This is an optimization exercise on Yosys and OpenROAD, whose aim is small area, not a production implementation.
The RTL was checked by simulation tests, not by an equivalence proof against the original design.
Power figures rest on the tool's default switching activity, not on a simulated workload.

--- design/flow/flow/run.sh ---
#!/bin/bash
# Own layout flow: the standard ORFS flow (standard.sh) with these changes:
#  - every input and output port still gets its own buffer, but the smallest
#    one (buf_1) instead of the clkdlybuf4s50_1 that buffer_ports picks;
#  - clock tree built from clkbuf_4 cells in clusters of up to 20 registers,
#    without dummy load cells.
# Every ORFS script is used unchanged. Each tool's output goes to a log file
# in this folder.
set -euo pipefail
cp -r "$FLOW_HOME/scripts" scripts_area
cp flow/abc_area_map.script scripts_area/abc_speed.script
KNOBS=(SCRIPTS_DIR="$PWD/scripts_area" ADDER_MAP_FILE=
       "BUFFER_PORTS_ARGS=-buffer_cell sky130_fd_sc_hd__buf_1"
       CTS_BUF_LIST=sky130_fd_sc_hd__clkbuf_4 SLEW_MARGIN=0 CAP_MARGIN=0 GPL_TIMING_DRIVEN=0
       "CTS_ARGS=-sink_clustering_enable -repair_clock_nets -buf_list sky130_fd_sc_hd__clkbuf_4 -sink_clustering_size 20 -sink_clustering_max_diameter 100 -dont_use_dummy_load")
bash standard.sh "${KNOBS[@]}" synth > synth.log 2>&1
bash standard.sh "${KNOBS[@]}" finish > layout.log 2>&1
test -s out/final.def
--- design/flow/flow/abc_area_map.script ---
strash
dc2
&get -n
&deepsyn -T 60
&dch -f
&nf -R 1000 -E 100 -F 10
&put
topo
stime -c
--- design/flow/standard.sh ---
#!/bin/bash
# synth_recipe.tcl (not shown) runs the flow's synth.tcl, then flattens the netlist and writes it again
# the make line also repeats each setting of config.mk as NAME=value (left out here)
make -C /OpenROAD-flow-scripts/flow DESIGN_CONFIG=/design/flow/config.mk WORK_HOME=/design/flow/orfs CLKGATE_MAP_FILE= SYNTH_SCRIPT=/design/flow/synth_recipe.tcl "${@:-finish}"
--- design/flow/config.mk ---
export PLATFORM = sky130hd
export DESIGN_NAME = Controlador_VGA
export DESIGN_NICKNAME = Controlador_VGA
export VERILOG_FILES = /design/flow/design.v
export SDC_FILE = /design/flow/constraint.sdc
export NUM_CORES = 4
export LEC_CHECK = 0
export CAP_MARGIN = 20
export CORE_MARGIN = 2
export CORE_UTILIZATION = 40
export SLEW_MARGIN = 20
--- design/flow/constraint.sdc ---
create_clock -name core_clock -period 10.0 [get_ports {clock}]
set_input_delay 2.0000 -clock core_clock [delete_from_list [all_inputs] [get_ports {clock}]]
set_output_delay 2.0000 -clock core_clock [all_outputs]
set_load 0.01 [all_outputs]
--- design/flow/design.v ---
module ROM_16x32(input wire [4:0] g, input wire [4:0] row, input wire [3:0] col, output wire bit_o);
  wire new_n16, new_n17, new_n18, new_n19, new_n20, new_n21, new_n22,
    new_n23, new_n24, new_n25, new_n26, new_n27, new_n28, new_n29, new_n30,
    new_n31, new_n32, new_n33, new_n34, new_n35, new_n36, new_n37, new_n38,
    new_n39, new_n40, new_n41, new_n42, new_n43, new_n44, new_n45, new_n46,
    new_n47, new_n48, new_n49, new_n50, new_n51, new_n52, new_n53, new_n54,
    new_n55, new_n56, new_n57, new_n58, new_n59, new_n60, new_n61, new_n62,
    new_n63, new_n64, new_n65, new_n66, new_n67, new_n68, new_n69, new_n70,
    new_n71, new_n72, new_n73, new_n74, new_n75, new_n76, new_n77, new_n78,
    new_n79, new_n80, new_n81, new_n82, new_n83, new_n84, new_n85, new_n86,
    new_n87, new_n88, new_n89, new_n90, new_n91, new_n92, new_n93, new_n94,
    new_n95, new_n96, new_n97, new_n98, new_n99, new_n100, new_n101,
    new_n102, new_n103, new_n104, new_n105, new_n106, new_n107, new_n108,
    new_n109, new_n110, new_n111, new_n112, new_n113, new_n114, new_n115,
    new_n116, new_n117, new_n118, new_n119, new_n120, new_n121, new_n122,
    new_n123, new_n124, new_n125, new_n126, new_n127, new_n128, new_n129,
    new_n130, new_n131, new_n132, new_n133, new_n134, new_n135, new_n136,
    new_n137, new_n138, new_n139, new_n140, new_n141, new_n142, new_n143,
    new_n144, new_n145, new_n146, new_n147, new_n148, new_n149, new_n150,
    new_n151, new_n152, new_n153, new_n154, new_n155, new_n156, new_n157,
    new_n158, new_n159, new_n160, new_n161, new_n162, new_n163, new_n164,
    new_n165, new_n166, new_n167, new_n168, new_n169, new_n170, new_n171,
    new_n172, new_n173, new_n174, new_n175, new_n176, new_n177, new_n178,
    new_n179, new_n180, new_n181, new_n182, new_n183, new_n184, new_n185,
    new_n186, new_n187, new_n188, new_n189, new_n190, new_n191, new_n192,
    new_n193, new_n194, new_n195, new_n196, new_n197, new_n198, new_n199,
    new_n200, new_n201, new_n202, new_n203, new_n204, new_n205, new_n206,
    new_n207, new_n208, new_n209, new_n210, new_n211, new_n212, new_n213,
    new_n214, new_n215, new_n216, new_n217, new_n218, new_n219, new_n220,
    new_n221, new_n222, new_n223, new_n224, new_n225, new_n226, new_n227,
    new_n228, new_n229, new_n230, new_n231, new_n232, new_n233, new_n234,
    new_n235, new_n236, new_n237, new_n238, new_n239, new_n240, new_n241,
    new_n242, new_n243, new_n244, new_n245, new_n246, new_n247, new_n248,
    new_n249, new_n250, new_n251, new_n252, new_n253, new_n254, new_n255,
    new_n256, new_n257, new_n258, new_n259, new_n260, new_n261, new_n262,
    new_n263, new_n264, new_n265, new_n266, new_n267, new_n268, new_n269,
    new_n270, new_n271, new_n272, new_n273, new_n274, new_n275, new_n276,
    new_n277, new_n278, new_n279, new_n280, new_n281, new_n282, new_n283,
    new_n284, new_n285, new_n286, new_n287, new_n288, new_n289, new_n290,
    new_n291, new_n292, new_n293, new_n294, new_n295, new_n296, new_n297,
    new_n298, new_n299, new_n300, new_n301, new_n302, new_n303, new_n304,
    new_n305, new_n306, new_n307, new_n308, new_n309, new_n310, new_n311,
    new_n312, new_n313, new_n314, new_n315, new_n316, new_n317, new_n318,
    new_n319, new_n320, new_n321, new_n322, new_n323, new_n324, new_n325,
    new_n326, new_n327, new_n328, new_n329, new_n330, new_n331, new_n332,
    new_n333, new_n334, new_n335, new_n336, new_n337, new_n338, new_n339,
    new_n340, new_n341, new_n342, new_n343, new_n344, new_n345, new_n346,
    new_n347, new_n348, new_n349, new_n350, new_n351, new_n352, new_n353,
    new_n354, new_n355, new_n356, new_n357, new_n358, new_n359, new_n360,
    new_n361, new_n362, new_n363, new_n364, new_n365, new_n366, new_n367,
    new_n368, new_n369, new_n370, new_n371, new_n372, new_n373, new_n374,
    new_n375, new_n376, new_n377, new_n378, new_n379, new_n380, new_n381,
    new_n382, new_n383, new_n384, new_n385, new_n386, new_n387, new_n388,
    new_n389, new_n390, new_n391, new_n392, new_n393, new_n394, new_n395,
    new_n396, new_n397, new_n398, new_n399, new_n400, new_n401, new_n402,
    new_n403, new_n404, new_n405, new_n406, new_n407;
  assign new_n16 = row[1] & row[0];
  assign new_n17 = ~row[2] & ~new_n16;
  assign new_n18 = row[4] & row[3];
  assign new_n19 = ~row[1] & ~row[0];
  assign new_n20 = new_n18 & ~new_n19;
  assign new_n21 = new_n17 & new_n20;
  assign new_n22 = row[4] & ~row[3];
  assign new_n23 = ~col[2] & col[1];
  assign new_n24 = col[2] & ~col[1];
  assign new_n25 = ~new_n23 & ~new_n24;
  assign new_n26 = col[3] & ~new_n25;
  assign new_n27 = new_n22 & new_n26;
  assign new_n28 = ~col[1] & ~col[0];
  assign new_n29 = ~col[2] & ~new_n28;
  assign new_n30 = col[2] & new_n28;
  assign new_n31 = ~new_n29 & ~new_n30;
  assign new_n32 = ~row[2] & ~row[1];
  assign new_n33 = ~row[0] & new_n32;
  assign new_n34 = row[4] & new_n33;
  assign new_n35 = ~new_n31 & new_n34;
  assign new_n36 = ~new_n27 & ~new_n35;
  assign new_n37 = col[3] & col[2];
  assign new_n38 = ~row[0] & ~col[1];
  assign new_n39 = ~new_n31 & ~new_n38;
  assign new_n40 = new_n37 & ~new_n39;
  assign new_n41 = row[2] & row[1];
  assign new_n42 = ~row[4] & row[3];
  assign new_n43 = new_n41 & new_n42;
  assign new_n44 = ~new_n40 & new_n43;
  assign new_n45 = new_n36 & ~new_n44;
  assign new_n46 = g[1] & g[0];
  assign new_n47 = new_n31 & new_n46;
  assign new_n48 = ~new_n45 & new_n47;
  assign new_n49 = ~new_n21 & ~new_n48;
  assign new_n50 = col[1] & col[0];
  assign new_n51 = ~col[3] & ~col[2];
  assign new_n52 = new_n50 & new_n51;
  assign new_n53 = ~new_n37 & ~new_n51;
  assign new_n54 = ~new_n50 & ~new_n51;
  assign new_n55 = new_n29 & ~new_n54;
  assign new_n56 = new_n53 & ~new_n55;
  assign new_n57 = ~new_n52 & ~new_n56;
  assign new_n58 = ~row[1] & new_n23;
  assign new_n59 = new_n57 & ~new_n58;
  assign new_n60 = ~new_n49 & ~new_n59;
  assign new_n61 = row[0] & col[0];
  assign new_n62 = ~new_n32 & ~new_n41;
  assign new_n63 = ~new_n61 & ~new_n62;
  assign new_n64 = col[2] & ~new_n63;
  assign new_n65 = ~new_n41 & ~new_n61;
  assign new_n66 = row[2] & ~new_n65;
  assign new_n67 = ~new_n64 & ~new_n66;
  assign new_n68 = ~row[0] & ~col[0];
  assign new_n69 = ~row[1] & new_n68;
  assign new_n70 = col[2] & ~new_n69;
  assign new_n71 = row[2] & new_n70;
  assign new_n72 = ~new_n67 & ~new_n71;
  assign new_n73 = ~col[1] & new_n72;
  assign new_n74 = new_n41 & ~new_n68;
  assign new_n75 = row[1] & new_n61;
  assign new_n76 = ~row[2] & ~new_n75;
  assign new_n77 = ~new_n74 & ~new_n76;
  assign new_n78 = new_n23 & new_n77;
  assign new_n79 = ~new_n28 & ~new_n50;
  assign new_n80 = ~new_n61 & ~new_n79;
  assign new_n81 = col[2] & new_n17;
  assign new_n82 = ~new_n80 & new_n81;
  assign new_n83 = ~new_n78 & ~new_n82;
  assign new_n84 = ~new_n73 & new_n83;
  assign new_n85 = row[2] & row[0];
  assign new_n86 = ~new_n41 & ~new_n85;
  assign new_n87 = new_n42 & new_n86;
  assign new_n88 = ~col[3] & ~new_n63;
  assign new_n89 = new_n87 & new_n88;
  assign new_n90 = ~new_n84 & new_n89;
  assign new_n91 = new_n21 & ~new_n25;
  assign new_n92 = ~new_n25 & ~new_n89;
  assign new_n93 = ~row[4] & ~row[3];
  assign new_n94 = col[1] & ~new_n75;
  assign new_n95 = new_n66 & ~new_n94;
  assign new_n96 = new_n93 & ~new_n95;
  assign new_n97 = ~new_n17 & new_n18;
  assign new_n98 = new_n53 & ~new_n97;
  assign new_n99 = ~new_n96 & new_n98;
  assign new_n100 = ~new_n92 & new_n99;
  assign new_n101 = ~new_n91 & ~new_n100;
  assign new_n102 = ~new_n90 & new_n101;
  assign new_n103 = row[3] & new_n95;
  assign new_n104 = ~g[0] & ~col[0];
  assign new_n105 = row[0] & ~new_n104;
  assign new_n106 = ~row[3] & new_n32;
  assign new_n107 = ~new_n105 & new_n106;
  assign new_n108 = ~new_n103 & ~new_n107;
  assign new_n109 = ~new_n102 & ~new_n108;
  assign new_n110 = g[1] & ~new_n109;
  assign new_n111 = ~g[1] & ~g[0];
  assign new_n112 = ~col[3] & ~new_n41;
  assign new_n113 = ~col[2] & ~new_n112;
  assign new_n114 = row[2] & new_n113;
  assign new_n115 = new_n111 & ~new_n114;
  assign new_n116 = row[3] & new_n112;
  assign new_n117 = ~new_n23 & ~new_n54;
  assign new_n118 = new_n22 & ~new_n117;
  assign new_n119 = ~new_n116 & ~new_n118;
  assign new_n120 = ~g[0] & ~new_n74;
  assign new_n121 = ~new_n119 & new_n120;
  assign new_n122 = ~new_n42 & ~new_n121;
  assign new_n123 = ~new_n115 & ~new_n122;
  assign new_n124 = ~new_n23 & ~new_n53;
  assign new_n125 = g[1] & new_n41;
  assign new_n126 = ~new_n124 & new_n125;
  assign new_n127 = ~new_n123 & ~new_n126;
  assign new_n128 = ~row[4] & ~new_n127;
  assign new_n129 = new_n26 & ~new_n103;
  assign new_n130 = new_n128 & new_n129;
  assign new_n131 = new_n110 & ~new_n130;
  assign new_n132 = row[2] & col[1];
  assign new_n133 = new_n65 & ~new_n132;
  assign new_n134 = ~col[3] & col[2];
  assign new_n135 = row[4] & new_n134;
  assign new_n136 = new_n133 & new_n135;
  assign new_n137 = ~row[0] & col[0];
  assign new_n138 = row[1] & ~col[1];
  assign new_n139 = ~new_n137 & new_n138;
  assign new_n140 = ~new_n55 & ~new_n139;
  assign new_n141 = ~col[2] & new_n139;
  assign new_n142 = ~new_n140 & ~new_n141;
  assign new_n143 = ~row[4] & ~new_n133;
  assign new_n144 = new_n142 & new_n143;
  assign new_n145 = ~new_n136 & ~new_n144;
  assign new_n146 = new_n84 & ~new_n145;
  assign new_n147 = new_n131 & new_n146;
  assign new_n148 = g[1] & ~new_n53;
  assign new_n149 = new_n16 & ~new_n148;
  assign new_n150 = ~row[4] & ~new_n86;
  assign new_n151 = ~new_n149 & new_n150;
  assign new_n152 = ~new_n34 & ~new_n151;
  assign new_n153 = new_n53 & ~new_n152;
  assign new_n154 = g[0] & col[0];
  assign new_n155 = new_n32 & new_n154;
  assign new_n156 = col[3] & ~new_n155;
  assign new_n157 = new_n113 & ~new_n156;
  assign new_n158 = new_n152 & new_n157;
  assign new_n159 = ~new_n153 & ~new_n158;
  assign new_n160 = ~new_n147 & new_n159;
  assign new_n161 = ~g[2] & ~new_n32;
  assign new_n162 = col[3] & new_n25;
  assign new_n163 = col[3] & col[1];
  assign new_n164 = ~new_n28 & ~new_n163;
  assign new_n165 = ~new_n162 & ~new_n164;
  assign new_n166 = new_n53 & ~new_n165;
  assign new_n167 = ~g[0] & ~new_n166;
  assign new_n168 = col[3] & new_n39;
  assign new_n169 = new_n85 & ~new_n168;
  assign new_n170 = ~new_n167 & new_n169;
  assign new_n171 = ~new_n161 & ~new_n170;
  assign new_n172 = ~row[3] & ~new_n171;
  assign new_n173 = ~new_n160 & new_n172;
  assign new_n174 = ~new_n60 & ~new_n173;
  assign new_n175 = ~g[0] & ~new_n131;
  assign new_n176 = g[0] & new_n131;
  assign new_n177 = ~new_n175 & ~new_n176;
  assign new_n178 = ~new_n174 & new_n177;
  assign new_n179 = ~col[3] & ~new_n84;
  assign new_n180 = ~col[3] & ~col[1];
  assign new_n181 = new_n33 & ~new_n180;
  assign new_n182 = new_n53 & new_n181;
  assign new_n183 = ~new_n179 & ~new_n182;
  assign new_n184 = ~g[3] & g[0];
  assign new_n185 = ~col[1] & col[0];
  assign new_n186 = ~new_n23 & ~new_n185;
  assign new_n187 = new_n33 & ~new_n186;
  assign new_n188 = ~new_n184 & new_n187;
  assign new_n189 = g[4] & g[3];
  assign new_n190 = new_n46 & new_n189;
  assign new_n191 = ~g[3] & ~g[0];
  assign new_n192 = ~new_n190 & ~new_n191;
  assign new_n193 = ~new_n187 & new_n192;
  assign new_n194 = ~new_n188 & ~new_n193;
  assign new_n195 = ~new_n183 & new_n194;
  assign new_n196 = ~g[3] & row[0];
  assign new_n197 = new_n157 & new_n196;
  assign new_n198 = ~row[3] & ~new_n197;
  assign new_n199 = ~new_n195 & new_n198;
  assign new_n200 = g[1] & ~g[0];
  assign new_n201 = ~g[3] & new_n200;
  assign new_n202 = new_n17 & new_n201;
  assign new_n203 = ~new_n134 & new_n202;
  assign new_n204 = ~new_n162 & new_n203;
  assign new_n205 = new_n18 & ~new_n204;
  assign new_n206 = ~new_n199 & ~new_n205;
  assign new_n207 = new_n39 & new_n41;
  assign new_n208 = new_n93 & ~new_n207;
  assign new_n209 = new_n99 & ~new_n208;
  assign new_n210 = new_n47 & new_n209;
  assign new_n211 = ~new_n206 & new_n210;
  assign new_n212 = ~row[4] & ~col[2];
  assign new_n213 = new_n102 & ~new_n212;
  assign new_n214 = row[4] & ~new_n83;
  assign new_n215 = ~row[3] & ~new_n163;
  assign new_n216 = new_n111 & ~new_n180;
  assign new_n217 = ~new_n215 & new_n216;
  assign new_n218 = new_n72 & new_n217;
  assign new_n219 = ~new_n214 & new_n218;
  assign new_n220 = ~new_n213 & new_n219;
  assign new_n221 = row[3] & ~new_n152;
  assign new_n222 = ~g[1] & ~new_n221;
  assign new_n223 = ~new_n45 & ~new_n222;
  assign new_n224 = ~new_n46 & ~new_n111;
  assign new_n225 = new_n223 & new_n224;
  assign new_n226 = ~row[1] & col[1];
  assign new_n227 = new_n63 & ~new_n226;
  assign new_n228 = col[2] & ~new_n227;
  assign new_n229 = ~col[2] & new_n227;
  assign new_n230 = ~g[0] & ~col[3];
  assign new_n231 = ~new_n229 & new_n230;
  assign new_n232 = ~new_n228 & new_n231;
  assign new_n233 = new_n128 & new_n232;
  assign new_n234 = ~new_n225 & ~new_n233;
  assign new_n235 = ~new_n220 & new_n234;
  assign new_n236 = ~new_n211 & new_n235;
  assign new_n237 = g[2] & ~new_n236;
  assign new_n238 = new_n43 & ~new_n162;
  assign new_n239 = new_n111 & ~new_n238;
  assign new_n240 = ~col[3] & new_n41;
  assign new_n241 = ~new_n25 & new_n240;
  assign new_n242 = ~new_n239 & ~new_n241;
  assign new_n243 = g[2] & ~col[2];
  assign new_n244 = row[3] & ~col[1];
  assign new_n245 = new_n77 & new_n244;
  assign new_n246 = ~new_n243 & ~new_n245;
  assign new_n247 = new_n209 & ~new_n246;
  assign new_n248 = g[1] & ~new_n33;
  assign new_n249 = new_n42 & ~new_n248;
  assign new_n250 = ~g[0] & new_n22;
  assign new_n251 = ~new_n32 & new_n250;
  assign new_n252 = ~new_n249 & ~new_n251;
  assign new_n253 = new_n41 & new_n244;
  assign new_n254 = new_n51 & ~new_n253;
  assign new_n255 = ~new_n252 & new_n254;
  assign new_n256 = g[2] & ~new_n46;
  assign new_n257 = ~new_n27 & new_n256;
  assign new_n258 = ~new_n255 & new_n257;
  assign new_n259 = ~col[3] & ~new_n258;
  assign new_n260 = new_n247 & ~new_n259;
  assign new_n261 = ~new_n242 & ~new_n260;
  assign new_n262 = new_n242 & new_n258;
  assign new_n263 = ~new_n261 & ~new_n262;
  assign new_n264 = ~new_n131 & new_n263;
  assign new_n265 = ~new_n237 & ~new_n264;
  assign new_n266 = ~new_n178 & new_n265;
  assign new_n267 = ~g[3] & ~new_n266;
  assign new_n268 = row[2] & new_n196;
  assign new_n269 = new_n50 & new_n268;
  assign new_n270 = g[4] & g[1];
  assign new_n271 = ~col[3] & ~new_n270;
  assign new_n272 = ~new_n269 & new_n271;
  assign new_n273 = ~g[0] & row[1];
  assign new_n274 = row[2] & new_n273;
  assign new_n275 = ~new_n162 & ~new_n274;
  assign new_n276 = ~new_n272 & new_n275;
  assign new_n277 = ~new_n110 & new_n276;
  assign new_n278 = col[3] & new_n190;
  assign new_n279 = ~new_n84 & new_n278;
  assign new_n280 = new_n19 & new_n31;
  assign new_n281 = ~col[3] & ~new_n70;
  assign new_n282 = new_n202 & new_n281;
  assign new_n283 = ~new_n280 & new_n282;
  assign new_n284 = ~row[4] & ~new_n283;
  assign new_n285 = ~new_n279 & new_n284;
  assign new_n286 = ~new_n277 & new_n285;
  assign new_n287 = new_n206 & ~new_n286;
  assign new_n288 = row[2] & col[3];
  assign new_n289 = new_n16 & new_n288;
  assign new_n290 = new_n200 & ~new_n289;
  assign new_n291 = new_n93 & new_n207;
  assign new_n292 = ~new_n33 & ~new_n155;
  assign new_n293 = ~row[3] & ~new_n292;
  assign new_n294 = ~new_n36 & ~new_n293;
  assign new_n295 = ~new_n291 & ~new_n294;
  assign new_n296 = ~new_n255 & new_n295;
  assign new_n297 = ~new_n290 & ~new_n296;
  assign new_n298 = new_n16 & new_n185;
  assign new_n299 = ~new_n17 & new_n22;
  assign new_n300 = ~new_n298 & new_n299;
  assign new_n301 = ~new_n87 & ~new_n300;
  assign new_n302 = ~new_n297 & ~new_n301;
  assign new_n303 = g[3] & g[1];
  assign new_n304 = ~new_n302 & new_n303;
  assign new_n305 = new_n142 & new_n221;
  assign new_n306 = ~row[4] & ~row[0];
  assign new_n307 = ~row[1] & new_n185;
  assign new_n308 = new_n306 & new_n307;
  assign new_n309 = ~new_n27 & ~new_n200;
  assign new_n310 = ~new_n308 & ~new_n309;
  assign new_n311 = ~new_n167 & new_n310;
  assign new_n312 = ~new_n305 & ~new_n311;
  assign new_n313 = g[3] & ~new_n312;
  assign new_n314 = ~new_n60 & ~new_n297;
  assign new_n315 = ~new_n313 & new_n314;
  assign new_n316 = ~new_n304 & ~new_n315;
  assign new_n317 = ~new_n287 & ~new_n316;
  assign new_n318 = ~g[2] & ~new_n317;
  assign new_n319 = new_n28 & new_n51;
  assign new_n320 = ~g[1] & ~new_n319;
  assign new_n321 = ~col[2] & ~new_n41;
  assign new_n322 = ~new_n134 & ~new_n321;
  assign new_n323 = row[0] & ~col[0];
  assign new_n324 = new_n163 & ~new_n323;
  assign new_n325 = ~new_n322 & ~new_n324;
  assign new_n326 = new_n320 & new_n325;
  assign new_n327 = ~new_n24 & ~new_n52;
  assign new_n328 = ~row[0] & ~new_n327;
  assign new_n329 = new_n180 & new_n323;
  assign new_n330 = g[1] & ~row[2];
  assign new_n331 = ~new_n329 & new_n330;
  assign new_n332 = ~new_n328 & new_n331;
  assign new_n333 = ~new_n326 & ~new_n332;
  assign new_n334 = ~new_n220 & new_n333;
  assign new_n335 = ~new_n247 & new_n288;
  assign new_n336 = ~new_n152 & new_n184;
  assign new_n337 = g[2] & new_n189;
  assign new_n338 = new_n273 & new_n337;
  assign new_n339 = ~new_n336 & ~new_n338;
  assign new_n340 = ~new_n335 & new_n339;
  assign new_n341 = ~new_n40 & new_n42;
  assign new_n342 = ~new_n340 & new_n341;
  assign new_n343 = ~new_n334 & new_n342;
  assign new_n344 = ~new_n50 & new_n134;
  assign new_n345 = ~g[1] & ~new_n344;
  assign new_n346 = ~new_n165 & new_n345;
  assign new_n347 = ~new_n126 & ~new_n346;
  assign new_n348 = new_n224 & ~new_n347;
  assign new_n349 = ~new_n142 & new_n322;
  assign new_n350 = ~new_n33 & ~new_n85;
  assign new_n351 = ~new_n79 & ~new_n350;
  assign new_n352 = col[2] & ~new_n41;
  assign new_n353 = ~new_n351 & new_n352;
  assign new_n354 = new_n111 & ~new_n353;
  assign new_n355 = ~new_n349 & new_n354;
  assign new_n356 = ~new_n348 & ~new_n355;
  assign new_n357 = new_n22 & ~new_n356;
  assign new_n358 = ~row[1] & ~new_n79;
  assign new_n359 = new_n306 & ~new_n358;
  assign new_n360 = ~new_n111 & ~new_n359;
  assign new_n361 = ~new_n167 & ~new_n360;
  assign new_n362 = new_n25 & ~new_n85;
  assign new_n363 = ~new_n361 & new_n362;
  assign new_n364 = ~col[0] & new_n162;
  assign new_n365 = ~new_n19 & new_n25;
  assign new_n366 = ~g[0] & row[2];
  assign new_n367 = ~new_n365 & new_n366;
  assign new_n368 = ~row[4] & ~new_n367;
  assign new_n369 = ~new_n364 & ~new_n368;
  assign new_n370 = ~new_n74 & new_n320;
  assign new_n371 = ~new_n346 & ~new_n370;
  assign new_n372 = ~new_n17 & ~new_n371;
  assign new_n373 = ~new_n369 & ~new_n372;
  assign new_n374 = new_n123 & ~new_n373;
  assign new_n375 = ~new_n363 & new_n374;
  assign new_n376 = ~new_n357 & ~new_n375;
  assign new_n377 = new_n337 & ~new_n376;
  assign new_n378 = ~row[3] & ~new_n152;
  assign new_n379 = new_n45 & ~new_n378;
  assign new_n380 = ~g[2] & ~g[1];
  assign new_n381 = ~new_n184 & ~new_n380;
  assign new_n382 = ~g[2] & new_n57;
  assign new_n383 = ~new_n381 & ~new_n382;
  assign new_n384 = ~new_n379 & new_n383;
  assign new_n385 = ~new_n223 & new_n384;
  assign new_n386 = ~new_n377 & ~new_n385;
  assign new_n387 = ~g[2] & ~col[3];
  assign new_n388 = ~new_n39 & new_n387;
  assign new_n389 = row[2] & new_n215;
  assign new_n390 = ~g[3] & ~new_n389;
  assign new_n391 = ~new_n168 & new_n390;
  assign new_n392 = ~new_n388 & new_n391;
  assign new_n393 = ~new_n386 & ~new_n392;
  assign new_n394 = new_n39 & new_n380;
  assign new_n395 = g[1] & ~new_n243;
  assign new_n396 = ~g[3] & ~new_n395;
  assign new_n397 = ~new_n394 & ~new_n396;
  assign new_n398 = ~g[1] & ~new_n32;
  assign new_n399 = new_n250 & ~new_n398;
  assign new_n400 = ~new_n162 & new_n399;
  assign new_n401 = ~new_n397 & new_n400;
  assign new_n402 = ~new_n393 & ~new_n401;
  assign new_n403 = ~new_n343 & new_n402;
  assign new_n404 = ~new_n318 & new_n403;
  assign new_n405 = ~new_n267 & new_n404;
  assign new_n406 = new_n184 & new_n380;
  assign new_n407 = new_n102 & new_n406;
  assign bit_o = ~new_n405 & ~new_n407;
endmodule
`timescale 1ns / 1ps
module Controlador_VGA(
input wire clock, reset,
input wire [7:0] out_seg_hora,out_min_hora,out_hora_hora,
input wire [7:0] out_dia_fecha,out_mes_fecha,out_jahr_fecha,
input wire [7:0] out_seg_timer,out_min_timer,out_hora_timer,
input wire [1:0] out_banderas_config,
input wire AM_PM,
input wire [1:0] config_mode, cursor_location,
output reg alarma_sonora,
output wire hsync, vsync,
output wire [11:0] RGB
);
function ge10(input [9:0] v, input [9:0] k);
	integer i; reg r;
	begin r = 1'b1; for (i = 0; i < 10; i = i + 1) r = k[i] ? (v[i] & r) : (v[i] | r); ge10 = r; end
endfunction
function le10(input [9:0] v, input [9:0] k);
	integer i; reg r;
	begin r = 1'b1; for (i = 0; i < 10; i = i + 1) r = k[i] ? (~v[i] | r) : (~v[i] & r); le10 = r; end
endfunction
reg [1:0] ph;
always @(posedge clock, posedge reset)
	if (reset) ph <= 2'd0; else ph <= ph + 2'd1;
wire tick_fall = ph[1] & ph[0];
reg [9:0] hx, vy;
wire h_end = hx[9] & hx[8] & (&hx[4:0]);    
wire v_end = vy[9] & vy[3] & vy[2];           
wire [9:0] hx_inc = hx + 10'd1;
wire [9:0] vy_inc = vy + 10'd1;
always @(posedge clock, posedge reset)
	if (reset) begin hx <= 10'd0; vy <= 10'd0; end
	else if (tick_fall) begin
		hx <= {hx_inc[9:8] & {2{~h_end}}, hx_inc[7:6], hx_inc[5] & ~h_end, hx_inc[4:0]};
		if (h_end) vy <= {vy_inc[9] & ~v_end, vy_inc[8:4], vy_inc[3:2] & {2{~v_end}}, vy_inc[1], vy_inc[0] & ~v_end};
	end
reg hs_reg, vs_reg;
always @(posedge clock, posedge reset)
	if (reset) begin hs_reg <= 1'b0; vs_reg <= 1'b0; end
	else if (ph != 2'd0) begin
		hs_reg <= (hx >= 10'd656) && (hx <= 10'd751);
		vs_reg <= (vy >= 10'd513) && (vy <= 10'd514);
	end
assign hsync = ~hs_reg;
assign vsync = ~vs_reg;
reg [19:0] al;
reg blink;
wire al_t = (al == 20'b01010100001000100011);
always @(posedge clock, posedge reset)
	if (reset) begin al <= 20'b10101000010001000111; blink <= 1'b0; end
	else begin
		al <= {al[18:0], ~(al[19] ^ al[16]) ^ al_t};
		blink <= blink ^ al_t;
	end
always @* alarma_sonora = out_banderas_config[0] & blink;
reg [9:0] cl;
reg blink_cursor;
wire hl_end = tick_fall & hx[8] & (&hx[3:0]) & ((hx[7] & ~hx[6] & ~hx[5] & ~hx[4]) | (hx[9] & hx[4]));  
wire cl_t = (cl == 10'b0010110000);
always @(posedge clock, posedge reset)
	if (reset) begin cl <= 10'b0101100000; blink_cursor <= 1'b0; end
	else if (hl_end) begin
		cl <= {cl[8:0], ~(cl[9] ^ cl[6]) ^ cl_t};
		blink_cursor <= blink_cursor ^ cl_t;
	end
wire [5:0] xc = hx[9:4];
wire [4:0] yc = vy[9:5];
wire hora_on  = (yc == 5'd3)  && (xc >= 6'd16) && (xc <= 6'd23);
wire fecha_on = (yc == 5'd7)  && (xc >= 6'd5)  && (xc <= 6'd12);
wire timer_on = (yc == 5'd11) && (xc >= 6'd5)  && (xc <= 6'd12);
wire ampm_on  = (yc == 5'd1)  && (xc >= 6'd26) && (xc <= 6'd27);
wire [7:0] d;   
assign d[0] = hx[6:4] == 3'd0; assign d[1] = hx[6:4] == 3'd1;
assign d[2] = hx[6:4] == 3'd2; assign d[3] = hx[6:4] == 3'd3;
assign d[4] = hx[6:4] == 3'd4; assign d[5] = hx[6:4] == 3'd5;
assign d[6] = hx[6:4] == 3'd6; assign d[7] = hx[6:4] == 3'd7;
wire rh = vy[6] & ~vy[7] & ~vy[8];    
wire rf = vy[6] & vy[7];              
wire rt = vy[6] & vy[8];              
wire ra = ~vy[6];                     
wire colon = (rh & (d[2] | d[5])) | (rt & (d[7] | d[2]));
wire slash = rf & (d[7] | d[2]);
wire [3:0] n =
	({4{rh & d[0]}} & out_hora_hora[7:4]) | ({4{rh & d[1]}} & out_hora_hora[3:0]) |
	({4{rh & d[3]}} & out_min_hora[7:4])  | ({4{rh & d[4]}} & out_min_hora[3:0]) |
	({4{rh & d[6]}} & out_seg_hora[7:4])  | ({4{rh & d[7]}} & out_seg_hora[3:0]) |
	({4{rf & d[5]}} & out_dia_fecha[7:4]) | ({4{rf & d[6]}} & out_dia_fecha[3:0]) |
	({4{rf & d[0]}} & out_mes_fecha[7:4]) | ({4{rf & d[1]}} & out_mes_fecha[3:0]) |
	({4{rf & d[3]}} & out_jahr_fecha[7:4]) | ({4{rf & d[4]}} & out_jahr_fecha[3:0]) |
	({4{rt & d[5]}} & out_hora_timer[7:4]) | ({4{rt & d[6]}} & out_hora_timer[3:0]) |
	({4{rt & d[0]}} & out_min_timer[7:4])  | ({4{rt & d[1]}} & out_min_timer[3:0]) |
	({4{rt & d[3]}} & out_seg_timer[7:4])  | ({4{rt & d[4]}} & out_seg_timer[3:0]) |
	({4{colon | slash}} & 4'ha) | {3'b000, slash} |
	({4{ra}} & {2'b11, ~hx[4] & AM_PM, hx[4]});
wire [4:0] g = {ra | slash, n};
wire fbit;
ROM_16x32 font (.g(g), .row(vy[4:0]), .col(hx[3:0]), .bit_o(fbit));
reg fb;
always @(posedge clock) fb <= fbit;
wire cl2 = cursor_location == 2'd2, cl1 = cursor_location == 2'd1, cl0 = cursor_location == 2'd0;
wire cur_h = (cl2 & (d[0] | d[1])) | (cl1 & (d[3] | d[4])) | (cl0 & (d[6] | d[7]));
wire cur_ft = (cl2 & (d[5] | d[6])) | (cl1 & (d[0] | d[1])) | (cl0 & (d[3] | d[4]));
wire cur_on = blink_cursor & ((hora_on & (config_mode == 2'd1) & cur_h) |
              (((fecha_on & (config_mode == 2'd2)) | (timer_on & (config_mode == 2'd3))) & cur_ft));
wire text_on = hora_on | fecha_on | timer_on;
wire white = text_on & (fb | cur_on);
wire amg = ampm_on & out_banderas_config[1] & fb;
wire [9:0] x = hx, y = vy;
wire xF = ge10(x, 10'd1) && le10(x, 10'd639);
wire xa = ge10(x, 10'd1) && le10(x, 10'd11);
wire xb = ge10(x, 10'd270) && le10(x, 10'd280);
wire xc3 = ge10(x, 10'd281) && le10(x, 10'd290);
wire xd = ge10(x, 10'd628) && le10(x, 10'd638);
wire xL = ge10(x, 10'd1) && le10(x, 10'd280);
wire xR = ge10(x, 10'd281) && le10(x, 10'd639);
wire red = ((ge10(y, 10'd1) && le10(y, 10'd11)) || (ge10(y, 10'd140) && le10(y, 10'd150))) && xF ||
           (ge10(y, 10'd12) && le10(y, 10'd139)) && (xa || xd);
wire blue = ((ge10(y, 10'd151) && le10(y, 10'd160)) || (ge10(y, 10'd270) && le10(y, 10'd280))) && xL ||
            (ge10(y, 10'd161) && le10(y, 10'd269)) && (xa || xb);
wire green = ((ge10(y, 10'd281) && le10(y, 10'd290)) || (ge10(y, 10'd468) && le10(y, 10'd478))) && xL ||
             (ge10(y, 10'd291) && le10(y, 10'd467)) && (xa || xb);
wire cyan = ((ge10(y, 10'd151) && le10(y, 10'd160)) || (ge10(y, 10'd468) && le10(y, 10'd478))) && xR ||
            (ge10(y, 10'd161) && le10(y, 10'd467)) && (xc3 || xd);
reg ca, cb, cc;
always @(posedge clock, posedge reset)
	if (reset) {ca, cb, cc} <= 3'd0;
	else if (ph[1]) begin
		ca <= white | amg | green | cyan;
		cb <= white | blue | cyan;
		cc <= white | amg | red;
	end
wire r11 = cc & (cb | ~ca);
wire r10 = (~cb & (ca ^ cc)) | (ca & cb & cc);
wire b1 = cb | (ca & cc);
assign RGB = {r11, r10, cc, r11, ca, ca, ca, ca, cb, cb, b1, cb};
endmodule
==> impl_summary.log, run 1 <==
[metrics] status: complete, no violations
[metrics] launch instance of the worst register-to-register path: hx[4]$_DFFE_PP0P_
[metrics] post-route antenna net violation count: 0
[metrics] data required time at the worst endpoint: 10.27 ns
[metrics] cell-internal power: between 200 and 300 uW
[metrics] # setup viols final: 0
[metrics] netlist area before placement: 4600 sq um
[metrics] pin count of the biggest net entering global routing: 42
[metrics] period utilization: between 50% and 60%
[metrics] HPWL reported at the end of detailed placement: ~12000 microns
[metrics] minimum setup slack among reg-to-reg paths: around 4.3 ns
[metrics] clock latency at the later pin of the worst-skew pair: around 0.42 ns
[metrics] Post-CTS Setup Repair Bufs: 0
[metrics] initial antenna violation count: 1
[metrics] number of global-route vias before repair: 5149
[metrics] number of distinct library cells after synthesis: 58
[metrics] Arrival @ worst endpoint: approximately 6.2 ns
[metrics] fraction of synthesis flops using an asynchronous set or reset pin: a little over nine tenths
[metrics] count of port buffers added during placement: between 90 and 100
[metrics] number of max-cap violations: 0
[metrics] hold buffers post-CTS: 0
[metrics] Final Skew: ~0.035 ns
[metrics] number of CTS-inserted buffers: 9
[metrics] Row Count: 39
[metrics] Boundary Pins: 96
[metrics] final weighted congestion in routability-driven placement: 1.01
[metrics] final hold violation count: 0
[metrics] number of synthesized flops with an enable pin: 0
[metrics] average instance area after synthesis: a little under 8 sq um
[metrics] net switching power of the design: ~90 uW
[metrics] H-tree levels: 3
[metrics] endpoint of the worst hold path: al[2]$_DFF_PP1_
[metrics] slew margin rel.: 14.0%
[metrics] number of design rule violations left after detail routing: 0
[metrics] maximum buffer depth of the clock tree: 2
[metrics] Post-Synthesis Cells: between 500 and 600
[metrics] final layout net count: around 770
[metrics] number of clock sinks: 60
[metrics] post_cts resized: 0
[metrics] wire length of the first global-routing pass: ~26000 microns
[metrics] startpoint of the worst hold path: al[1]$_DFF_PP1_
[metrics] element type at the critical path start: input pin
[metrics] total count of max-transition violations in the final report: 0
[metrics] slowest stage delay, CP: ~0.80 ns
[metrics] sequential share of power: about 63%
[metrics] warning count from the yosys run: 1
[metrics] height of the die: 111 microns
[metrics] average wire per cell in the routed design: roughly 19 microns
[metrics] highest clock rate: 170 MHz
[metrics] VDD IR-drop max: between 0.07 and 0.08 mV
[metrics] leading register cell type out of synthesis: dfrtp_1
[metrics] CTS Root Cell: clkbuf_4
[metrics] logic gate share of total power: 7.1%
[metrics] total negative setup slack: 0 ns
[metrics] number of DRC markers in iteration 0: 633
[metrics] Slew @ Worst Pin: 1.28 ns
[metrics] clock transition at the register clock pins on the worst setup and hold paths after CTS: about 0.10 ns
[metrics] clock period minus worst slack: roughly 5.9 ns
[metrics] commonest cells after routing, fill and taps aside: buf_1, nor2_1, nand2_1
[metrics] DIE WIDTH: 111 microns
[metrics] ordered list of cells on the worst path: buf_1 > a222oi_1 > o311ai_0 > a2111oi_0 > nor2_1 > clkinv_1 > o21ai_0 > a222oi_1 > nand2b_1 > o32ai_1 > a211o_1 > a22oi_1 > nor2_1 > nor3_1 > a31oi_1
[metrics] area overhead of the layout relative to synthesis: 13.6%
[metrics] total number of vias: between 5000 and 6000
[metrics] core region area: 11300 sq um
[metrics] aggregate global routing overflow: 0
[metrics] Die Footprint: roughly 12000 sq um
[metrics] unrepaired setup endpoints after global routing: no
[metrics] part of the total power dissipated in the clock network: 29.8%
[metrics] clock tree from TritonCTS: yes
[metrics] proportion of synthesized chip area in sequential cells: between 30% and 40%
[metrics] effective utilization at floorplan: between 40% and 50%
[metrics] proportion of layout cells with a drive suffix above 1: under 10%
[metrics] Routed Wire Length: approximately 16000 microns
[metrics] register with the most flip-flops: al
[metrics] most common library cell in the layout ignoring fill and taps: buf_1
[metrics] fraction of the core area covered by cells at the end of the flow: 46.1%
[metrics] Initial DRT Pass Iterations: 6
[metrics] category of the critical setup timing path: input pin to register
[metrics] switching power as a share of total power: approximately 23%
[metrics] hold depth: 0
[metrics] aggregate global-route resource usage: approximately 26%
[metrics] kind of capture point of the worst setup path: register
[metrics] buffers plus inverters on the worst setup path: 2
[metrics] power per cell area: between 70 and 80 nW/um^2
[metrics] Max FO, Critical Path: 11
[metrics] path type of the worst min-delay path: register to register
[metrics] crit path from: out_seg_timer[5]
[metrics] max FFs per register: 20
[metrics] worst-case reg-to-reg path depth: 15
[metrics] r2r endpoint: fb$_DFF_P_
[metrics] Leak Pwr: roughly 1.9 nW
[metrics] critical-path cell with the highest stage delay: a2111oi_0
[metrics] Largest delay share family, worst path: compound AO/OA/AOI/OAI gates
[metrics] via density per instance: roughly 6.5
[metrics] post-synthesis register bit count: 60
-- metal layers --
layer	part of all wire [%]	vias up	global-route usage, %
li1	-	2470	-
met1	43	2504	35.1
met2	44	327	39.4
met3	9.3	61	4.81
met4	3.9	0	11.8
met5	0	-	0
-- cells in the mapped netlist, types with 4 or more instances --
cell | instances | area, sq um
a211oi_1 | 8 | 60.1
a21oi_1 | 43 | 215
a221oi_1 | 4 | 35.0
a222oi_1 | 4 | 40.0
a22o_1 | 8 | 70.1
a22oi_1 | 17 | 128
a31oi_1 | 24 | 150
a32oi_1 | 8 | 70.1
and2_0 | 11 | 68.8
and3_1 | 9 | 56.3
and4_1 | 4 | 35.0
buf_4 | 12 | 90.1
clkinv_1 | 17 | 63.8
dfrtp_1 | 48 | 1200
dfstp_2 | 11 | 289
mux2_1 | 9 | 101
nand2_1 | 59 | 221
nand2b_1 | 9 | 56.3
nand3_1 | 24 | 120
nand4b_1 | 4 | 35.0
nor2_1 | 67 | 251
nor2b_1 | 9 | 56.3
nor3_1 | 28 | 140
nor4_1 | 7 | 43.8
o2111ai_1 | 5 | 43.8
o211ai_1 | 5 | 37.5
o21a_1 | 5 | 37.5
o21ai_0 | 35 | 175
o221ai_1 | 5 | 43.8
o22ai_1 | 6 | 37.5
o311ai_0 | 4 | 35.0
o32ai_1 | 4 | 35.0
or3_1 | 5 | 31.3
xnor2_1 | 10 | 87.6
xor2_1 | 6 | 52.6
-- metrics by stage --
| stage | cell area [sq um] | cells | hold slack, ns | setup WS (ns) | power (mW) |
|---|---|---|---|---|---|
| after detailed placement | 5150 | 818 | 0.353 | 3.83 | 0.275 |
| final | 5220 | 828 | 0.360 | 4.11 | 0.385 |
| after floorplan | 4600 | 579 | 0.347 | 5.02 | 0.259 |
| after CTS | 5220 | 827 | 0.358 | 4.30 | 0.391 |
| after global routing | 5220 | 828 | 0.365 | 3.91 | 0.403 |
| after global placement | 5130 | 817 | 0.358 | 3.78 | 0.274 |
-- kinds of logic after synthesis --
group / Yosys count / share of synthesized area (%)
simple gates: 250 / 26.5
compound gates: 215 / 32.1
flops: 60 / 32.9
buf+inv: 29 / 3.35
xor+xnor: 16 / 3.05
mux: 9 / 2.21
-- how the worst max path moves through the flow --
stage,end,slack (ns),cells past startpoint
3_5_place_dp,fb$_DFF_P_,3.83,15
5_1_grt,fb$_DFF_P_,3.91,18
6_report,fb$_DFF_P_,4.11,15
4_1_cts,fb$_DFF_P_,4.30,15
3_3_place_gp,fb$_DFF_P_,3.78,15
2_1_floorplan,fb$_DFF_P_,5.02,17
-- power groups by stage --
| stage | sequential (mW) | combinational [mW] | clock (mW) |
|---|---|---|---|
| floorplan | 0.247 | 0.0113 | 0 |
| global placement | 0.247 | 0.0263 | 0 |
| detailed placement | 0.247 | 0.0277 | 0 |
| CTS | 0.243 | 0.0277 | 0.121 |
| global route | 0.243 | 0.0312 | 0.129 |
| finish | 0.243 | 0.0275 | 0.115 |
-- layout make-up --
type                       count  area [sq um]
buffer                        12          90.1
multi-input combinational    490          2930
antenna                        1          2.50
sequential                    60          1510
timing repair buffer          96           377
fill                        1180          6100
clock buffer                   9          67.6
inverter                      17          65.1
tap                          143           179
==> run 2, diff against run 1 <==
--- a/design/flow/flow/run.sh
+++ b/design/flow/flow/run.sh
@@ -12,5 +12,5 @@
 KNOBS=(SCRIPTS_DIR="$PWD/scripts_area" ADDER_MAP_FILE=
        "BUFFER_PORTS_ARGS=-buffer_cell sky130_fd_sc_hd__buf_1"
-       CTS_BUF_LIST=sky130_fd_sc_hd__clkbuf_4 SLEW_MARGIN=0 CAP_MARGIN=0 GPL_TIMING_DRIVEN=0
+       CTS_BUF_LIST=sky130_fd_sc_hd__clkbuf_4 SLEW_MARGIN=0 CAP_MARGIN=0
        "CTS_ARGS=-sink_clustering_enable -repair_clock_nets -buf_list sky130_fd_sc_hd__clkbuf_4 -sink_clustering_size 20 -sink_clustering_max_diameter 100 -dont_use_dummy_load")
 bash standard.sh "${KNOBS[@]}" synth > synth.log 2>&1
==> run 2 against run 1 <==
Effect of this change: first-iteration DRC count shrank 4.3%; highest routed layer unchanged; clock skew decreased by 0.020 ns; via count rose by 0.91%; combinational power shrank 3%; critical path depth did not move; wire length is 7.8% higher; die area stayed put; clock power hardly changed; clock-buffer cell count stayed put; sequential power barely moved.
==> impl_summary.log, run 2 <==
[metrics] commonest cells after routing, fill and taps aside: buf_1, nor2_1, nand2_1
[metrics] final hold violation count: 0
[metrics] number of distinct library cells after synthesis: just under 60
[metrics] number of DRC markers in iteration 0: around 600
[metrics] data required time at the worst endpoint: roughly 10 ns
[metrics] part of the total power dissipated in the clock network: about 30%
[metrics] path type of the worst min-delay path: register to register
[metrics] Routed Wire Length: 17300 microns
[metrics] CTS Root Cell: clkbuf_4
[metrics] Post-CTS Setup Repair Bufs: 0
[metrics] maximum buffer depth of the clock tree: 2
[metrics] post-route antenna net violation count: 0
[metrics] critical-path cell with the highest stage delay: a2111oi_0
[metrics] Row Count: 39
[metrics] clock tree from TritonCTS: yes
[metrics] aggregate global routing overflow: 0
[metrics] warning count from the yosys run: 1
[metrics] average wire per cell in the routed design: roughly 21 microns
[metrics] Max FO, Critical Path: 11
[metrics] H-tree levels: 3
[metrics] highest clock rate: approximately 180 MHz
[metrics] Initial DRT Pass Iterations: 8
[metrics] number of global-route vias before repair: 5080
[metrics] aggregate global-route resource usage: a little over a quarter
[metrics] most common library cell in the layout ignoring fill and taps: buf_1
[metrics] number of synthesized flops with an enable pin: 0
[metrics] library cell with the highest instance count after synthesis: nor2_1
[metrics] number of CTS-inserted buffers: 9
[metrics] slew margin rel.: a little under a quarter
[metrics] Slew @ Worst Pin: between 1 and 1.5 ns
[metrics] leading register cell type out of synthesis: dfrtp_1
[metrics] total power: ~390 uW
[metrics] DIE WIDTH: between 100 and 150 microns
[metrics] category of the critical setup timing path: input pin to register
[metrics] kind of capture point of the worst setup path: register
[metrics] height of the die: ~110 microns
[metrics] netlist area before placement: about 4600 sq um
[metrics] effective utilization at floorplan: slightly above 40%
[metrics] number of max-cap violations: 0
[metrics] period utilization: 54.3%
[metrics] hold buffers post-CTS: 0
[metrics] post-synthesis register bit count: 60
[metrics] register with the most flip-flops: al
[metrics] cell accounting for the most synthesized area: dfrtp_1
[metrics] Leak Pwr: 1.93 nW
[metrics] max FFs per register: 20
[metrics] sequential share of power: 62.8%
[metrics] clock transition at the register clock pins on the worst setup and hold paths after CTS: around 0.090 ns
[metrics] Boundary Pins: 96
[metrics] logic gate share of total power: roughly 7%
[metrics] element type at the critical path start: input pin
[metrics] final layout net count: 766
[metrics] layout filler cell count: between 1000 and 1500
[metrics] post_cts resized: 0
[metrics] wire length of the first global-routing pass: about 27000 microns
[metrics] proportion of layout cells with a drive suffix above 1: roughly 4.8%
[metrics] Final Skew: between 0.015 and 0.02 ns
[metrics] # setup viols final: 0
[metrics] slowest stage delay, CP: 0.71 ns
[metrics] cell-internal power: a little under 300 uW
[metrics] fraction of synthesis flops using an asynchronous set or reset pin: 98.3%
[metrics] total negative setup slack: 0 ns
[metrics] number of clock sinks: 60
[metrics] final weighted congestion in routability-driven placement: 0.954
[metrics] Placement Setup Slack: around 4.2 ns
[metrics] ordered list of cells on the worst path: buf_1 > a222oi_1 > o311ai_0 > a2111oi_0 > nor2_1 > clkinv_1 > o21ai_0 > a222oi_1 > nand2b_1 > o32ai_1 > a211o_1 > a22oi_1 > nor2_1 > nor3_1 > a31oi_1
[metrics] total number of vias: ~5400
[metrics] Die Footprint: roughly 12000 sq um
[metrics] fraction of the core area covered by cells at the end of the flow: between 40% and 50%
[metrics] total count of max-transition violations in the final report: 0
[metrics] pin count of the biggest net entering global routing: 60
[metrics] number of design rule violations left after detail routing: 0
[metrics] Synth top area share: about a quarter
[metrics] smallest setup slack after layout: about 4.6 ns
[metrics] proportion of synthesized chip area in sequential cells: about a third
[metrics] average instance area after synthesis: between 7 and 8 sq um
[metrics] net switching power of the design: ~90 uW
[metrics] clock period minus worst slack: 5.43 ns
[metrics] initial antenna violation count: 1
[metrics] status: complete, no violations
[metrics] Synth area leaders: dfrtp_1, dfstp_2, nor2_1, nand2_1, a21oi_1
[metrics] power per cell area: 74.2 nW/um^2
[metrics] most frequent cells after synthesis: nor2_1, nand2_1, dfrtp_1
[metrics] Post-Synthesis Cells: about 580
[metrics] core region area: about 11000 sq um
[metrics] VDD IR-drop max: a little under 0.08 mV
[metrics] unrepaired setup endpoints after global routing: no
[metrics] area overhead of the layout relative to synthesis: 13.2%
[metrics] switching power as a share of total power: between 20% and 30%
[metrics] HPWL reported at the end of detailed placement: approximately 13000 microns
[metrics] count of port buffers added during placement: 95
[metrics] via density per instance: ~6.5
[metrics] Arrival @ worst endpoint: 5.69 ns
[metrics] clock latency at the later pin of the worst-skew pair: about 0.39 ns
[run 2: cell count changes in the layout (fill, tap and decap cells not counted), sizes merged]
| cell | delta |
|---|---|
| buf | -1 |
| clkinv | -1 |
| inv | +1 |
[run 2: path summary, 6_finish.rpt]
path	slack, ns	cells past startpoint	startpoint	endpoint
worst max register to register	4.98	15	hx[6]$_DFFE_PP0P_	fb$_DFF_P_
worst min register to register	0.37	0	al[0]$_DFF_PP1_	al[1]$_DFF_PP1_
max in group asynchronous	7.73	3	reset	ph[0]$_DFF_PP0_
worst min-delay path	0.37	0	al[0]$_DFF_PP1_	al[1]$_DFF_PP1_
worst max-delay path	4.57	15	out_min_timer[5]	fb$_DFF_P_
min in group asynchronous	1.78	3	reset	hx[6]$_DFFE_PP0P_
[run 2: kinds of logic after synthesis]
group | count (synthesis) | synth area share, %
xor+xnor | 16 | 3.05
mux | 9 | 2.21
buf+inv | 29 | 3.35
compound gates | 215 | 32.1
simple gates | 250 | 26.5
flops | 60 | 32.9
[run 2: critical path, delay by kind of cell]
family                 cells  cell delay, ns
buffers and inverters      2            0.31
and+or+nand+nor            4            0.86
AOI/OAI and AO/OA          9            2.50
[run 2: routing by layer]
layer | wire length (microns) | global-route usage [%] | up-vias
met5 | 0 | 0 | -
met2 | 7880 | 43.0 | 307
met4 | 682 | 13.2 | 0
met3 | 1300 | 3.88 | 52
met1 | 7390 | 37.0 | 2593
li1 | - | - | 2459
[run 2: area by class of cell]
type / count / area [sq um] / share of cell area [%]
Inverter: 17 / 63.8 / 1.23
Sequential cell: 60 / 1510 / 29.0
Multi-Input combinational cell: 490 / 2930 / 56.4
Clock buffer: 9 / 67.6 / 1.30
Tap cell: 143 / 179 / 3.44
Antenna cell: 1 / 2.50 / 0.0481
Timing Repair Buffer: 107 / 447 / 8.59
[run 2: power groups by stage]
stage	sequential [mW]	combinational, mW	clock [mW]
final	0.243	0.0267	0.117
after global placement	0.247	0.0267	0
after global routing	0.243	0.0306	0.133
after detailed placement	0.247	0.0271	0
after CTS	0.243	0.0272	0.121
after floorplan	0.247	0.0113	0
[run 2: through the flow]
stage          cells  area [sq um]  hold WS [ns]
2_1_floorplan    579          4600         0.347
3_3_place_gp     817          5130         0.358
3_5_place_dp     817          5130         0.354
4_1_cts          826          5200         0.373
5_1_grt          827          5200         0.383
6_report         827          5200         0.371
==> run 3, diff against run 2 <==
--- a/design/flow/flow/run.sh
+++ b/design/flow/flow/run.sh
@@ -12,5 +12,5 @@
 KNOBS=(SCRIPTS_DIR="$PWD/scripts_area" ADDER_MAP_FILE=
        "BUFFER_PORTS_ARGS=-buffer_cell sky130_fd_sc_hd__buf_1"
-       CTS_BUF_LIST=sky130_fd_sc_hd__clkbuf_4 SLEW_MARGIN=0 CAP_MARGIN=0
+       CTS_BUF_LIST=sky130_fd_sc_hd__clkbuf_4 SLEW_MARGIN=10 CAP_MARGIN=10 GPL_TIMING_DRIVEN=0 REMOVE_ABC_BUFFERS=1
        "CTS_ARGS=-sink_clustering_enable -repair_clock_nets -buf_list sky130_fd_sc_hd__clkbuf_4 -sink_clustering_size 20 -sink_clustering_max_diameter 100 -dont_use_dummy_load")
 bash standard.sh "${KNOBS[@]}" synth > synth.log 2>&1
==> run 3 against run 2 <==
Effect of this change: synthesized area is the same; setup slack lost 0.62 ns; clock power is essentially flat; register-to-register slack lost 0.83 ns; critical endpoint unchanged; largest power group unchanged.
==> impl_summary.log, run 3 <==
[metrics] smallest setup slack after layout: slightly below 4 ns
[metrics] Largest delay share family, worst path: compound AO/OA/AOI/OAI gates
[metrics] clock period minus worst slack: slightly above 6 ns
[metrics] core region area: 11300 sq um
[metrics] most numerous cell on the critical path: nor2_1
[metrics] Initial DRT Pass Iterations: 6
[metrics] area overhead of the layout relative to synthesis: 11.9%
[metrics] Row Count: 39
[metrics] number of distinct library cells after synthesis: between 50 and 60
[metrics] data required time at the worst endpoint: a little over 10 ns
[metrics] number of inserted diodes: 0
[metrics] number of design rule violations left after detail routing: 0
[metrics] final weighted congestion in routability-driven placement: 0.952
[metrics] minimum setup slack among reg-to-reg paths: a little over 4 ns
[metrics] Boundary Pins: 96
[metrics] highest clock rate: about 170 MHz
[metrics] total power: ~380 uW
[metrics] Die Footprint: 12400 sq um
[metrics] wire length of the first global-routing pass: approximately 28000 microns
[metrics] critical-path cell with the highest stage delay: a2111oi_0
[metrics] final hold violation count: 0
[metrics] standard cell area after detailed placement: around 5000 sq um
[metrics] post-synthesis register bit count: 60
[metrics] part of the total power dissipated in the clock network: 29.6%
[metrics] aggregate global-route resource usage: between 20% and 30%
[metrics] number of CTS-inserted buffers: 9
[metrics] final layout net count: ~760
[metrics] FF+latch area: roughly 1500 sq um
[metrics] logic gate share of total power: ~7.3%
[metrics] post-route antenna net violation count: 0
[metrics] HPWL reported at the end of detailed placement: between 10000 and 15000 microns
[metrics] hold depth: 0
[metrics] number of DRC markers in iteration 0: 540
[metrics] slowest stage delay, CP: about 0.86 ns
[metrics] path type of the worst min-delay path: register to register
[metrics] effective utilization at floorplan: about two fifths
[metrics] Slew @ Worst Pin: between 1 and 1.5 ns
[metrics] via density per instance: approximately 6.6
[metrics] buffers plus inverters on the worst setup path: 2
[metrics] number of clock sinks: 60
[metrics] Placement Setup Slack: approximately 3.7 ns
[metrics] Synth area leaders: dfrtp_1, dfstp_2, nor2_1, nand2_1, a21oi_1
[metrics] netlist area before placement: roughly 4600 sq um
[metrics] post_cts resized: 0
[metrics] VDD IR-drop max: between 0.08 and 0.09 mV
[metrics] total number of vias: between 5000 and 6000
[metrics] category of the critical setup timing path: input pin to register
[metrics] worst-case reg-to-reg path depth: 18
[metrics] number of max-cap violations: 0
[metrics] Routed Wire Length: between 15000 and 20000 microns
[metrics] unrepaired setup endpoints after global routing: no
[metrics] number of synthesized flops with an enable pin: 0
[metrics] Leak Pwr: 1.88 nW
[metrics] period utilization: 60.5%
[metrics] Synth top area share: 26.1%
[metrics] height of the die: 111 microns
[metrics] maximum buffer depth of the clock tree: 2
[metrics] Final Skew: 0.0417 ns
[metrics] element type at the critical path start: input pin
[metrics] leading register cell type out of synthesis: dfrtp_1
[metrics] hold buffers post-CTS: 0
[metrics] cell accounting for the most synthesized area: dfrtp_1
[metrics] pin count of the biggest net entering global routing: 36
[metrics] Arrival @ worst endpoint: approximately 6.3 ns
[metrics] proportion of synthesized chip area in sequential cells: about a third
[metrics] warning count from the yosys run: 1
[metrics] number of global-route vias before repair: between 5000 and 6000
[metrics] register with the most flip-flops: al
[metrics] logic depth of the worst path, buffers included: 18
[metrics] clock latency at the later pin of the worst-skew pair: 0.41 ns
[metrics] DIE WIDTH: between 100 and 150 microns
[metrics] layout filler cell count: 1148
[metrics] power per cell area: ~75 nW/um^2
[metrics] initial antenna violation count: 0
[metrics] most frequent cells after synthesis: nor2_1, nand2_1, dfrtp_1
[metrics] status: complete, no violations
[metrics] Max FO, Critical Path: 11
[metrics] H-tree levels: 3
[metrics] fraction of the core area covered by cells at the end of the flow: a little under half
[metrics] average wire per cell in the routed design: between 20 and 25 microns
[metrics] Post-Layout Inst Area: slightly above 5000 sq um
[metrics] sequential share of power: 63.1%
[metrics] most common library cell in the layout ignoring fill and taps: buf_1
[metrics] aggregate global routing overflow: 0
[metrics] cell-internal power: a little under 300 uW
[metrics] clock transition at the register clock pins on the worst setup and hold paths after CTS: approximately 0.10 ns
[metrics] library cell with the highest instance count after synthesis: nor2_1
[metrics] Post-CTS Setup Repair Bufs: 0
[metrics] count of port buffers added during placement: 95
[metrics] area of the multi-input gates: just under 3000 sq um
[metrics] commonest cells after routing, fill and taps aside: buf_1, nor2_1, nand2_1
[metrics] slew margin rel.: 26.8%
[metrics] fraction of synthesis flops using an asynchronous set or reset pin: 98.3%
[metrics] proportion of layout cells with a drive suffix above 1: around 3.6%
[metrics] max FFs per register: 20
[metrics] CTS Root Cell: clkbuf_4
[metrics] total negative setup slack: 0 ns
[metrics] # setup viols final: 0
[metrics] Post-Synthesis Cells: between 500 and 600
[metrics] switching power as a share of total power: a little under a quarter
[metrics] total count of max-transition violations in the final report: 0
[metrics] net switching power of the design: between 80 and 90 uW
[metrics] average instance area after synthesis: 7.94 sq um
[metrics] clock tree from TritonCTS: yes
[metrics] ordered list of cells on the worst path: buf_1 > a222oi_1 > o311ai_0 > a2111oi_0 > nor2_1 > clkinv_1 > nand2_1 > nor2_1 > nor2_1 > a31oi_1 > nor2_1 > a31o_1 > o31a_1 > nor3_1 > o21ai_0 > a21oi_1 > nor3_1 > a31oi_1
[metrics] kind of capture point of the worst setup path: register
## run 3: cell type report
cell class,instances,area share (%)
Multi-Input combinational cell,490,57.3
Sequential cell,60,29.4
Timing Repair Buffer,96,7.32
Tap cell,143,3.48
Clock buffer,9,1.31
Inverter,17,1.27
## run 3: power by group through the flow
stage | combinational, mW | clock, mW | sequential (mW)
floorplan | 0.0113 | 0 | 0.247
global placement | 0.0266 | 0 | 0.247
detailed placement | 0.0281 | 0 | 0.247
CTS | 0.0283 | 0.121 | 0.243
global route | 0.0315 | 0.131 | 0.243
finish | 0.0281 | 0.114 | 0.243
## run 3: kinds of logic after synthesis
| family | share of synthesized area, % |
|---|---|
| simple gates | 26.5 |
| compound gates | 32.1 |
| flops | 32.9 |
| buf+inv | 3.35 |
| xor+xnor | 3.05 |
| mux | 2.21 |
## run 3: path summary, 6_finish.rpt
path,startpoint,endpoint
max reg2reg,hx[4]$_DFFE_PP0P_,fb$_DFF_P_
min,al[1]$_DFF_PP1_,al[2]$_DFF_PP1_
max,out_min_timer[5],fb$_DFF_P_
min in group asynchronous,reset,vy[8]$_DFFE_PP0P_
max in group asynchronous,reset,al[1]$_DFF_PP1_
min reg2reg,al[1]$_DFF_PP1_,al[2]$_DFF_PP1_
## run 3: worst register-to-register path: cells and delay by family, from the launching register on
kind            cells  cell delay, ns
buf+inv             1            0.29
flops               1            1.01
compound gates      9            2.84
simple gates        8            1.61
## run 3: layer usage
metal / track usage [%] / share of wire [%]
met4: 9.96 / 3.3
met3: 4.32 / 7.3
met5: 0 / 0
met2: 43.9 / 46
met1: 38.5 / 43
## run 3: through the flow
stage	hold WS, ns	cells
6_report	0.350	815
5_1_grt	0.351	815
4_1_cts	0.348	815
3_5_place_dp	0.359	806
3_3_place_gp	0.358	805
2_1_floorplan	0.347	567
==> run 4, diff against run 3 <==
--- a/design/flow/flow/run.sh
+++ b/design/flow/flow/run.sh
@@ -12,5 +12,5 @@
 KNOBS=(SCRIPTS_DIR="$PWD/scripts_area" ADDER_MAP_FILE=
        "BUFFER_PORTS_ARGS=-buffer_cell sky130_fd_sc_hd__buf_1"
-       CTS_BUF_LIST=sky130_fd_sc_hd__clkbuf_4 SLEW_MARGIN=10 CAP_MARGIN=10 GPL_TIMING_DRIVEN=0 REMOVE_ABC_BUFFERS=1
+       CTS_BUF_LIST=sky130_fd_sc_hd__clkbuf_4 GPL_TIMING_DRIVEN=0 REMOVE_ABC_BUFFERS=1
        "CTS_ARGS=-sink_clustering_enable -repair_clock_nets -buf_list sky130_fd_sc_hd__clkbuf_4 -sink_clustering_size 20 -sink_clustering_max_diameter 100 -dont_use_dummy_load")
 bash standard.sh "${KNOBS[@]}" synth > synth.log 2>&1
==> run 4 against run 3 <==
Effect of this change: still clean on timing, DRC and antenna; clock power about the same; synthesized cell count unchanged; register-to-register slack worse by 0.04 ns; via count up 1.1%; core utilization unchanged; clock skew down 0.012 ns; final cell count unchanged; critical endpoint unchanged; largest cell class unchanged; highest routed layer unchanged.
==> impl_summary.log, run 4 <==
[metrics] clock latency at the later pin of the worst-skew pair: 0.40 ns
[metrics] count of port buffers added during placement: 95
[metrics] DIE WIDTH: between 100 and 150 microns
[metrics] final layout net count: between 700 and 800
[metrics] Synth top area share: between 20% and 30%
[metrics] most common library cell in the layout ignoring fill and taps: buf_1
[metrics] share of cell area taken by muxes after synthesis: under 10%
[metrics] category of the critical setup timing path: input pin to register
[metrics] Leak Pwr: roughly 1.9 nW
[metrics] final weighted congestion in routability-driven placement: 0.952
[metrics] number of distinct library cells after synthesis: a little under 60
[metrics] fraction of synthesis flops using an asynchronous set or reset pin: about 98%
[metrics] element type at the critical path start: input pin
[metrics] Slew @ Worst Pin: approximately 1.1 ns
[metrics] Boundary Pins: 96
[metrics] area overhead of the layout relative to synthesis: 11.9%
[metrics] most frequent cells after synthesis: nor2_1, nand2_1, dfrtp_1
[metrics] total number of vias: roughly 5500
[metrics] worst hold slack: 0.371 ns
[metrics] CTS Root Cell: clkbuf_4
[metrics] number of synthesized flops with an enable pin: 0
[metrics] Largest delay share family, worst path: compound AO/OA/AOI/OAI gates
[metrics] slew margin rel.: between 20% and 30%
[metrics] average wire per cell in the routed design: about 21 microns
[metrics] post_cts resized: 0
[metrics] total count of max-transition violations in the final report: 0
[metrics] kind of capture point of the worst setup path: register
[metrics] compound-cell area share of the yosys netlist: around 32%
[metrics] # setup viols final: 0
[metrics] critical-path cell with the highest stage delay: a2111oi_0
[metrics] aggregate global-route resource usage: roughly 28%
[metrics] Synth area leaders: dfrtp_1, dfstp_2, nor2_1, nand2_1, a21oi_1
[metrics] main combinational cell family by area after synthesis: compound AO/OA/AOI/OAI gates
[metrics] xor/xnor share of the synthesized area: under 10%
[metrics] proportion of synthesized chip area in sequential cells: 32.9%
[metrics] post-route antenna net violation count: 0
[metrics] non-filler cells in the finished layout: 815
[metrics] pin count of the biggest net entering global routing: 36
[metrics] number of max-cap violations: 0
[metrics] number of clock sinks: 60
[metrics] library cell with the highest instance count after synthesis: nor2_1
[metrics] clock period minus worst slack: between 5 and 6 ns
[metrics] power per cell area: roughly 75 nW/um^2
[metrics] Post-CTS Setup Repair Bufs: 0
[metrics] hold buffers post-CTS: 0
[metrics] commonest cells after routing, fill and taps aside: buf_1, nor2_1, nand2_1
[metrics] total negative setup slack: 0 ns
[metrics] number of design rule violations left after detail routing: 0
[metrics] wire length of the first global-routing pass: approximately 28000 microns
[metrics] height of the die: between 100 and 150 microns
[metrics] via density per instance: about 6.7
[metrics] HPWL reported at the end of detailed placement: 12600 microns
[metrics] effective utilization at floorplan: 40.6%
[metrics] clock transition at the register clock pins on the worst setup and hold paths after CTS: about 0.090 ns
[metrics] buffers plus inverters on the worst setup path: 2
[metrics] ordered list of cells on the worst path: buf_1 > a222oi_1 > o311ai_0 > a2111oi_0 > nor2_1 > clkinv_1 > o21ai_0 > a222oi_1 > nand2b_1 > a21oi_1 > a31oi_1 > nand3_1 > a22oi_1 > a21oi_1 > nor3_1 > a31oi_1
[metrics] path type of the worst min-delay path: register to register
[metrics] aggregate global routing overflow: 0
[metrics] H-tree levels: 3
[metrics] Max FO, Critical Path: 11
[metrics] leading register cell type out of synthesis: dfrtp_1
[metrics] total power: between 300 and 400 uW
[metrics] final hold violation count: 0
[metrics] simple logic cell fraction of the synthesized area: approximately a quarter
[metrics] number of CTS-inserted buffers: 9
[metrics] warning count from the yosys run: 1
[metrics] placed insts: 806
[metrics] status: complete, no violations
[metrics] data required time at the worst endpoint: 10.21 ns
[metrics] proportion of layout cells with a drive suffix above 1: roughly 3.6%
[metrics] maximum buffer depth of the clock tree: 2
==> run 4: cell counts in the layout (fill, tap and decap cells not counted) <==
Identical to the previous run, type by type.
==> run 4: layer usage <==
metal | GRT usage, % | vias to the layer above | part of all wire [%]
met5 | 0 | - | 0
met4 | 11.4 | 0 | 3.7
met3 | 4.81 | 57 | 7.8
met2 | 43.4 | 308 | 45
met1 | 39.0 | 2649 | 43
li1 | - | 2451 | -
==> run 4: cell families after synthesis <==
logic type	count (synthesis)
buffers and inverters	29
DFF	60
and+or+nand+nor	250
AOI/OAI and AO/OA	215
muxes	9
xor gates and xnor gates	16
==> run 4: worst paths after layout <==
kind	start	endpoint	slack, ns	depth (start not counted)
worst max-delay path	out_min_timer[5]	fb$_DFF_P_	4.02	16
min in group asynchronous	reset	vy[5]$_DFFE_PP0P_	1.55	2
worst min register to register	al[0]$_DFF_PP1_	al[1]$_DFF_PP1_	0.37	0
max in group asynchronous	reset	al[1]$_DFF_PP1_	7.87	3
worst max register to register	hx[4]$_DFFE_PP0P_	fb$_DFF_P_	4.11	19
worst min-delay path	al[0]$_DFF_PP1_	al[1]$_DFF_PP1_	0.37	0
==> run 4: power breakdown <==
part           leakage (nW)  total, mW  switching (mW)  internal, mW
clock                0.0414      0.114          0.0721        0.0416
sequential            0.743      0.243               0         0.243
combinational          1.10     0.0280          0.0155        0.0125
==> run 4: final cells by class <==
class                   count  area, sq um
fillers                  1179         6180
clock buffers               9         67.6
multi-input cells         490         2940
flip-flops and latches     60         1510
well taps                 143          179
repair buffers             96          377
inverters                  17         65.1
==> run 4: per-stage QoR <==
step | utilization, % | cell area [sq um] | setup WS [ns]
floorplan | - | 4510 | 5.02
global placement | 44.5 | 5040 | 3.61
detailed placement | 44.8 | 5070 | 3.68
CTS | 45.4 | 5130 | 4.06
global route | 45.4 | 5140 | 3.68
finish | 45.4 | 5140 | 4.02

[port drivers added, routing unchanged]
The results above use ideal ports. As a check the final layouts listed here were re-extracted and re-timed, cells and wires unchanged. Step 1 assumes that a clkbuf_16 drives the clock port and a buf_2 every other input. Step 2 also shifts input and output timing later by t, the mid clock arrival at the registers, as if the neighbouring blocks saw the same clock. Slacks: ideal ports / drivers / drivers and shift; pairs: ideal ports / drivers.
run	t (ns)	setup slack, ns
run 1	0.422	4.112 / 4.119 / 3.697
run 2	0.412	4.567 / 4.577 / 4.165
run 3	0.418	3.952 / 3.950 / 3.532
run 4	0.413	4.016 / 4.016 / 3.603
After both steps setup and hold are still met in every run listed.
